Background: an optimization exercise with open tools, aiming at small area and a short achievable clock period. Do not read the settings as production practice. RTL that was checked went through simulation tests only; none was proved equivalent to the original. Power figures rest on the tool's default switching activity, not on a simulated workload.

## try-willow
// mp_alu
module mp_alu(
    input sys_clk,
    input sys_rst,
    input issue,
    input[2:0] tag3,
    input[2:0] func3,
    input[6:0] flag7,
    input[3:0] shift,
    input[15:0] data_in1,
    input[15:0] data_in2,
    input fwd_en1,
    input fwd_en2,
    input[15:0] fwd_data1,
    input[15:0] fwd_data2,
    output wb,
    output wb32,
    output[31:0] wb_data
);
Size in the first run: about 1,800 cells after synthesis, roughly 0.013 mm² of cells after synthesis.
==> flow/config.mk <==
export PLATFORM = sky130hd
export DESIGN_NAME = mp_alu
export DESIGN_NICKNAME = mp_alu
export VERILOG_FILES = /design/flow/design.v
export SDC_FILE = /design/flow/constraint.sdc
export NUM_CORES = 4
export LEC_CHECK = 0
export ABC_AREA = 1
export CAP_MARGIN = 20
export CORE_MARGIN = 2
export CORE_UTILIZATION = 40
export SETUP_SLACK_MARGIN = 2.75
export SLEW_MARGIN = 20
export SYNTH_HIERARCHICAL = 1
==> flow/constraint.sdc <==
create_clock -name core_clock -period 16.0 [get_ports {sys_clk}]
set_input_delay 3.2000 -clock core_clock [delete_from_list [all_inputs] [get_ports {sys_clk}]]
set_output_delay 3.2000 -clock core_clock [all_outputs]
set_load 0.01 [all_outputs]
standard.sh (not shown) runs the stock make flow with config.mk's settings and CLKGATE_MAP_FILE= SYNTH_SCRIPT=/design/flow/synth_recipe.tcl, a recipe that flattens the netlist after the stock synthesis.
==> flow/flow/run.sh <==
#!/bin/bash

export BUFFER_PORTS_ARGS="-buffer_cell sky130_fd_sc_hd__buf_2"
bash standard.sh > standard_flow.log 2>&1
> inputs changed (try-willow -> try-xenon)
Settings: a change of SETUP_SLACK_MARGIN from 2.75 to 1.
[summary]
When try-xenon is set beside try-willow, its relative max-transition margin turns out to be 12 points smaller. Going from try-willow to try-xenon, the buffers inserted during post-CTS setup optimization was found to have gone down by 27. try-willow was routed with more vias than try-xenon.
[inputs] try-tundra vs try-xenon
Settings: SETUP_SLACK_MARGIN now 2.5, was 1; TNS_END_PERCENT now 0, previously not set.
==> comparison <==
The sum of routed wire length over all layers number comes out higher for try-tundra vs try-xenon. Final design instance area without fill: try-tundra worse than try-xenon. Status: total routing resource utilization after global routing parity (try-xenon, try-tundra). Going from try-xenon to try-tundra, critical path depth -33%; compound-cell area share of the yosys netlist ~0 delta.
[inputs] try-maple vs try-tundra
Settings: TNS_END_PERCENT: 0 -> unset; SETUP_SLACK_MARGIN: 2.5 -> 2.
## What came out
- Via density per instance: try-maple < try-tundra
- Summary — count of plain and timing-repair buffers in the layout, try-maple relative to try-tundra: lower, by 21.
- The final reports for try-maple and try-tundra show summed area of non-filler cells in the final layout lower in the former.
- Taking try-tundra as the reference point, the final layout net count of try-maple falls by 22.
- Setup WNS try-tundra -> try-maple: worse
- Between try-maple and try-tundra, the multi-input combinational cell count figures differ only marginally.
- try-tundra reports its capturing instance or port of the critical path as wb_data[0] while try-maple reports wb_data[15].
- When try-maple is set beside try-tundra, its total power turns out to be 3.4% smaller.
- Portion of total power attributed to sequential cells: higher on try-maple
- Route | try-maple vs try-tundra | wire shorter in try-maple

* * *

Another version of the RTL of mp_alu (not shown whole).
For scale: ~1900 cells after synthesis, about 43 flip-flops, ~120 I/O pins.
==> flow/config.mk <==
export PLATFORM = sky130hd
export DESIGN_NAME = mp_alu
export DESIGN_NICKNAME = mp_alu
export VERILOG_FILES = /design/flow/design.v
export SDC_FILE = /design/flow/constraint.sdc
export NUM_CORES = 4
export LEC_CHECK = 0
export ABC_AREA = 1
export CAP_MARGIN = 20
export CORE_MARGIN = 2
export CORE_UTILIZATION = 40
export SLEW_MARGIN = 20
export SYNTH_HIERARCHICAL = 1
==> flow/constraint.sdc <==
create_clock -name core_clock -period 16.0 [get_ports {sys_clk}]
set_input_delay 3.2000 -clock core_clock [delete_from_list [all_inputs] [get_ports {sys_clk}]]
set_output_delay 3.2000 -clock core_clock [all_outputs]
set_load 0.01 [all_outputs]
Scripts as last shown in full above: flow/flow/run.sh
Rerun with:
--- a/flow/config.mk
+++ b/flow/config.mk
@@ -11,2 +11,3 @@
 export CORE_UTILIZATION = 40
+export SETUP_SLACK_MARGIN = 1
 export SLEW_MARGIN = 20
What happened: The changed run finished clean. Count of clock-buffer cells in the layout is unchanged. Power climbs slightly. Critical path depth grows by 4. Cell count stays flat. Global-route usage does not change. Synthesized cell count does not change. Routed wire length is about the same.
Rerun with:
--- a/flow/config.mk
+++ b/flow/config.mk
@@ -11,3 +11,3 @@
 export CORE_UTILIZATION = 40
-export SETUP_SLACK_MARGIN = 1
+export SETUP_SLACK_MARGIN = 2
 export SLEW_MARGIN = 20
Effect:
- die area is unchanged
- wire length goes up by 1.6%
- clock power hardly moves
- maximum frequency climbs by about 5.5%
- sequential share of layout area falls by 0.20 points

* * *

## run A
RTL: one of the versions met above, not the one the previous note started from.
Size: roughly 1800 cells after synthesis, ~43 flip-flops, roughly 0.013 mm2 of cells after synthesis.
// mp_alu
module mp_alu(
    input sys_clk,
    input sys_rst,
    input issue,
    input[2:0] tag3,
    input[2:0] func3,
    input[6:0] flag7,
    input[3:0] shift,
    input[15:0] data_in1,
    input[15:0] data_in2,
    input fwd_en1,
    input fwd_en2,
    input[15:0] fwd_data1,
    input[15:0] fwd_data2,
    output wb,
    output wb32,
    output[31:0] wb_data
);
reg         alu_issue;
reg[2:0]    alu_tag3;
reg[2:0]    alu_func3;
reg[3:0]    alu_cmd;
reg[15:0]   alu_data_in1;
reg[15:0]   alu_data_in2;
always @(posedge sys_clk or posedge sys_rst)
begin
    if(sys_rst) alu_issue <= 0;
    else alu_issue <= issue;
end
always @(posedge sys_clk)
begin
    alu_tag3     <= tag3;
    alu_func3    <= func3;
    alu_cmd      <= func3 == 3'b101 ? flag7[3:0] : shift;
    alu_data_in1 <= data_in1;
    alu_data_in2 <= data_in2;
end
wire[15:0] A = fwd_en1 ? fwd_data1 : alu_data_in1;
wire[15:0] B = fwd_en2 ? fwd_data2 : alu_data_in2;
wire[2:0]  MODE = alu_tag3;
wire[3:0]  S = alu_cmd;
wire u_ar = alu_func3 == 3'b000;
wire u_sh = alu_func3 == 3'b010;
wire u_lu = alu_func3 == 3'b001;
wire u_bm = alu_func3 == 3'b101;
wire u_mu = alu_func3 == 3'b011;
wire bm_bfi  = u_bm && MODE == 3'b000;
wire bm_bfx  = u_bm && MODE == 3'b010;
wire bm_cmp  = u_bm && MODE == 3'b011;
wire bm_pack = u_bm && MODE == 3'b111;
wire bm_rev  = u_bm && MODE == 3'b001;
wire bm_clz  = u_bm && MODE == 3'b101;
  ...
clock: 16.0 ns
lec_check: 0
abc_area: 1
cap_margin: 20
core_margin: 2
core_utilization: 40
setup_slack_margin: 2.5
slew_margin: 20
synth_hierarchical: 1
==> flow/flow/run.sh <==
#!/bin/bash

export BUFFER_PORTS_ARGS="-buffer_cell sky130_fd_sc_hd__buf_1"
bash standard.sh > standard_flow.log 2>&1
For run B, these inputs were changed with respect to run A:
Settings: changing CORE_UTILIZATION from 40 to 50.
==> flow/flow/run.sh <==
#!/bin/bash

export BUFFER_PORTS_ARGS="-buffer_cell sky130_fd_sc_hd__buf_2"
bash standard.sh > standard_flow.log 2>&1
Findings:
Compared with run A, in run B TritonCTS buffer count did not really move; largest driver fanout on the critical path went up; first-pass detailed-route iteration total went up. Run B against run A: fraction of the cycle the final worst path needs ~0 delta; worst setup slack -0.0032 ns; wire length of the first global-routing pass ~0 delta; total wirelength of the detailed-routed design +about 0.9%. The detailed-route via count on run B is in line with that on run A. Run B ended up with fwd_en1 as its start point of the critical path; run A ended up with fwd_en2. Cmp run A and run B / critical path depth / higher: run A.
Inputs modified between run B and run C:
Settings: an added TNS_END_PERCENT of 0; a change of SETUP_SLACK_MARGIN from 2.5 to 3; a change of CORE_UTILIZATION from 50 to 40.
- Run C against run B: minimum setup slack in the final design +0.23 ns, peak supply drop -30%, minimum setup slack after placement -0.13 ns, core utilization -9.6 points.
- The routing usage on met3 of run C falls short of that of run B by 5.1 points.
- Where core outline area is concerned, run B is better than run C.
- On number of filler cells placed in the layout: between run C and run B, it ends up higher for run C.
## Diff of input files: run D against run C
Settings: changing SETUP_SLACK_MARGIN from 3 to 2.5; removing TNS_END_PERCENT (formerly 0).
Global-route usage over all layers in run D is 0.46 points below run C.
Combinational power ended up about 5% lower on run D than on run C.
Final net count (run D over run C): decrease, 2.6%
Between run C and run D, the tightest hold margin does not differ in any meaningful way.
Run D against run C: final critical path time including I/O delays and setup has increased; detailed-routed wire length on met2 has decreased.

* * *

## rev 12
Another version of the RTL of mp_alu (not shown whole).
Size: ~1800 cells after synthesis, roughly 120 I/O pins, roughly 0.012 mm2 of cells after synthesis.
// mp_alu
module mp_alu(
    input sys_clk,
    input sys_rst,
    input issue,
    input[2:0] tag3,
    input[2:0] func3,
    input[6:0] flag7,
    input[3:0] shift,
    input[15:0] data_in1,
    input[15:0] data_in2,
    input fwd_en1,
    input fwd_en2,
    input[15:0] fwd_data1,
    input[15:0] fwd_data2,
    output wb,
    output wb32,
    output[31:0] wb_data
);
export LEC_CHECK = 0
export ABC_AREA = 1
export CAP_MARGIN = 20
export CORE_MARGIN = 2
export CORE_UTILIZATION = 40
export SETUP_SLACK_MARGIN = 2.25
export SLEW_MARGIN = 20
export SYNTH_HIERARCHICAL = 1
create_clock -name core_clock -period 16.0 [get_ports {sys_clk}]
==> flow/flow/run.sh <==
#!/bin/bash

export BUFFER_PORTS_ARGS="-buffer_cell sky130_fd_sc_hd__buf_2"
bash standard.sh > standard_flow.log 2>&1
Input changes introduced in rev 13 (baseline for comparison: rev 12):
Settings: SETUP_SLACK_MARGIN now 2.5, was 2.25.
### Flow results
Diff rev 12..rev 13 | first-pass GRT wire length | negligible
Comparing rev 12 and rev 13, the higher fraction of standard cell area in multi-input logic is on rev 12.
Cell count along the critical path (rev 12 / rev 13): 0.941
Compare rev 12 and rev 13 | leakage dissipation higher: rev 13
Lower vias after detailed routing among rev 12 and rev 13: rev 12
The worst hold slack of rev 13 and that of rev 12 are within noise of each other.

* * *

== try-yarrow ==
mp_alu, a different RTL version from the one above (not shown whole).
Size: about 1900 cells after synthesis, roughly 43 flip-flops, roughly 120 I/O pins, ~13000 µm² of cells after synthesis.
make LEC_CHECK=0 ABC_AREA=1 CAP_MARGIN=20 CORE_MARGIN=2 CORE_UTILIZATION=40 SETUP_SLACK_MARGIN=3 SLEW_MARGIN=20 SYNTH_HIERARCHICAL=1 finish   # period 16.0 ns
run.sh (not shown) runs the stock make flow with config.mk's settings and CLKGATE_MAP_FILE= SYNTH_SCRIPT=/design/flow/synth_recipe.tcl, a recipe that flattens the netlist after the stock synthesis.
Stock flow here: none of the scripts above is used.
try-yarrow | stages: all done | timing, DRC, antenna: all pass
The inputs of try-violet differ from those of try-yarrow as listed below.
- SETUP_SLACK_MARGIN changed from 3 to 1.5
- CORE_UTILIZATION changed from 40 to 65
## What came out
- Compared with try-yarrow, try-violet shows a routed wire length that is 3.4% lower.
- The source of the critical timing path comes out fwd_en2 in one run and fwd_data1[9] in the other, namely in try-yarrow and try-violet respectively.
- Post-CTS setup repair buffer count was higher in try-yarrow than in try-violet.
- [try-violet] minimum setup slack in the final design fell 0.88 ns relative to try-yarrow
- First-pass GRT wire length: try-violet < try-yarrow
- The post-cts hold buffer count of try-violet and that of try-yarrow are within noise of each other.
- Non-clock buffer instance count of the final layout went down by more than a quarter going from try-yarrow to try-violet.
The inputs of try-zinc differ from those of try-violet as listed below.
- changing CORE_UTILIZATION from 65 to 40
- removing SETUP_SLACK_MARGIN (formerly 1.5)
==> flow/flow/run.sh (new file) <==
#!/bin/bash
cp standard.sh standard_copy.log
export BUFFER_PORTS_ARGS="-buffer_cell sky130_fd_sc_hd__buf_2"
bash standard.sh > standard_flow.log 2>&1
==> flow/standard.sh (new file) <==
#!/bin/bash
# synth_recipe.tcl (not shown) runs the flow's synth.tcl, then flattens the netlist and writes it again
# the make line also repeats each setting of config.mk as NAME=value (left out here)
make -C /OpenROAD-flow-scripts/flow DESIGN_CONFIG=/design/flow/config.mk WORK_HOME=/design/flow/orfs CLKGATE_MAP_FILE= SYNTH_SCRIPT=/design/flow/synth_recipe.tcl "${@:-finish}"
removed: flow/run.sh
==> comparison <==
Of try-zinc and try-violet, it is try-zinc that has the lower global-route track usage on met1. Diff try-violet -> try-zinc | number of global-route vias before repair | down by more than 10%. Between try-zinc and try-violet, the switching part of the total power is lower for try-violet. Taking try-violet as the reference, in try-zinc die outline area went up by about 60%, setup slack went down by 0.45 ns, non-clock buffer count went down by 20, global-route usage went down by 19 points, power share of the sequential group went up by 0.5 points.
Edits applied to the flow inputs when going from try-zinc to try-nickel:
- setting SETUP_SLACK_MARGIN to 0 for the first time
==> flow/run.sh (new file) <==
#!/bin/bash
# synth_recipe.tcl (not shown) runs the flow's synth.tcl, then flattens the netlist and writes it again
# the make line also repeats each setting of config.mk as NAME=value (left out here)
make -C /OpenROAD-flow-scripts/flow DESIGN_CONFIG=/design/flow/config.mk WORK_HOME=/design/flow/orfs CLKGATE_MAP_FILE= SYNTH_SCRIPT=/design/flow/synth_recipe.tcl finish
removed: flow/flow/run.sh
removed: flow/standard.sh
Results
Between try-nickel and try-zinc, the multi-input combinational cell area figures differ only marginally. In try-nickel, worst endpoint data arrival time is higher than in try-zinc. try-nickel does worse than try-zinc on final area. [compare] base=try-zinc new=try-nickel: global-route usage increased by 1.1 points relative to the old numbers, synthesized-area fraction occupied by xor and xnor cells closely matched the old numbers, routed wire length +4.1%.
No run of this note included a check of the RTL's function; only the layout flow was run.

afterwards: timing with drivers on the ports:
No port has a modelled driver above. Below, the same layouts with a new extraction and two added sets of constraints.
Step 1 (the two cells are an assumption about what drives the block):
set clk [get_ports {sys_clk}]
set_driving_cell -lib_cell sky130_fd_sc_hd__clkbuf_16 $clk
set_driving_cell -lib_cell sky130_fd_sc_hd__buf_2 [delete_from_list [all_inputs] $clk]
Step 2 times the ports against the registers' clock, not the clock port: input delays grow and output delays shrink by t, the midpoint of the rising clock arrivals with the driver on.
Three values: ideal, step 1, step 2; two values: the first two.
run	shift t [ns]	setup WS [ns]	hold WS [ns]	latest minus earliest clock arrival (ns)	slew at the worst register clock pin (ns)
try-willow	0.323	2.929 / 2.884 / 2.884	2.731 / 2.719 / 3.042	0.008 / 0.008	0.06 / 0.06
try-xenon	0.324	1.578 / 1.555 / 1.555	2.728 / 2.708 / 3.031	0.008 / 0.009	0.07 / 0.07
try-tundra	0.324	2.656 / 2.612 / 2.612	2.727 / 2.707 / 3.031	0.008 / 0.008	0.06 / 0.06
try-maple	0.323	2.366 / 2.335 / 2.335	2.729 / 2.709 / 3.032	0.008 / 0.008	0.06 / 0.06
the first run of note 2	0.325	1.212 / 1.189 / 1.189	2.735 / 2.720 / 3.045	0.009 / 0.009	0.07 / 0.07
the second run of note 2	0.326	1.584 / 1.559 / 1.559	2.736 / 2.719 / 3.045	0.010 / 0.010	0.07 / 0.07
the third run of note 2	0.324	2.334 / 2.257 / 2.257	2.735 / 2.721 / 3.045	0.010 / 0.010	0.07 / 0.07
run A	0.321	2.680 / 2.660 / 2.660	2.714 / 2.700 / 3.021	0.008 / 0.008	0.06 / 0.06
run B	0.320	2.677 / 2.634 / 2.634	2.743 / 2.730 / 3.050	0.008 / 0.008	0.07 / 0.07
run C	0.324	2.905 / 2.856 / 2.856	2.727 / 2.708 / 3.032	0.008 / 0.007	0.06 / 0.06
run D	0.326	2.733 / 2.688 / 2.688	2.726 / 2.705 / 3.031	0.007 / 0.007	0.07 / 0.07
rev 12	0.327	2.543 / 2.516 / 2.516	2.730 / 2.713 / 3.040	0.005 / 0.005	0.06 / 0.06
rev 13	0.326	2.777 / 2.738 / 2.738	2.731 / 2.714 / 3.040	0.006 / 0.007	0.06 / 0.06
try-yarrow	0.334	2.552 / 2.500 / 2.500	3.028 / 3.017 / 3.351	0.006 / 0.005	0.06 / 0.06
try-violet	0.332	1.669 / 1.632 / 1.632	3.034 / 3.017 / 3.348	0.009 / 0.009	0.07 / 0.07
try-zinc	0.325	1.222 / 1.197 / 1.197	2.725 / 2.708 / 3.032	0.009 / 0.009	0.07 / 0.07
try-nickel	0.329	0.708 / 0.684 / 0.684	3.051 / 3.034 / 3.363	0.005 / 0.006	0.07 / 0.07
After both steps setup and hold are still met in every run listed. For the third run of note 2, which loses most, drivers alone change the setup slack by -0.077 ns; drivers and shift together by -0.077 ns.
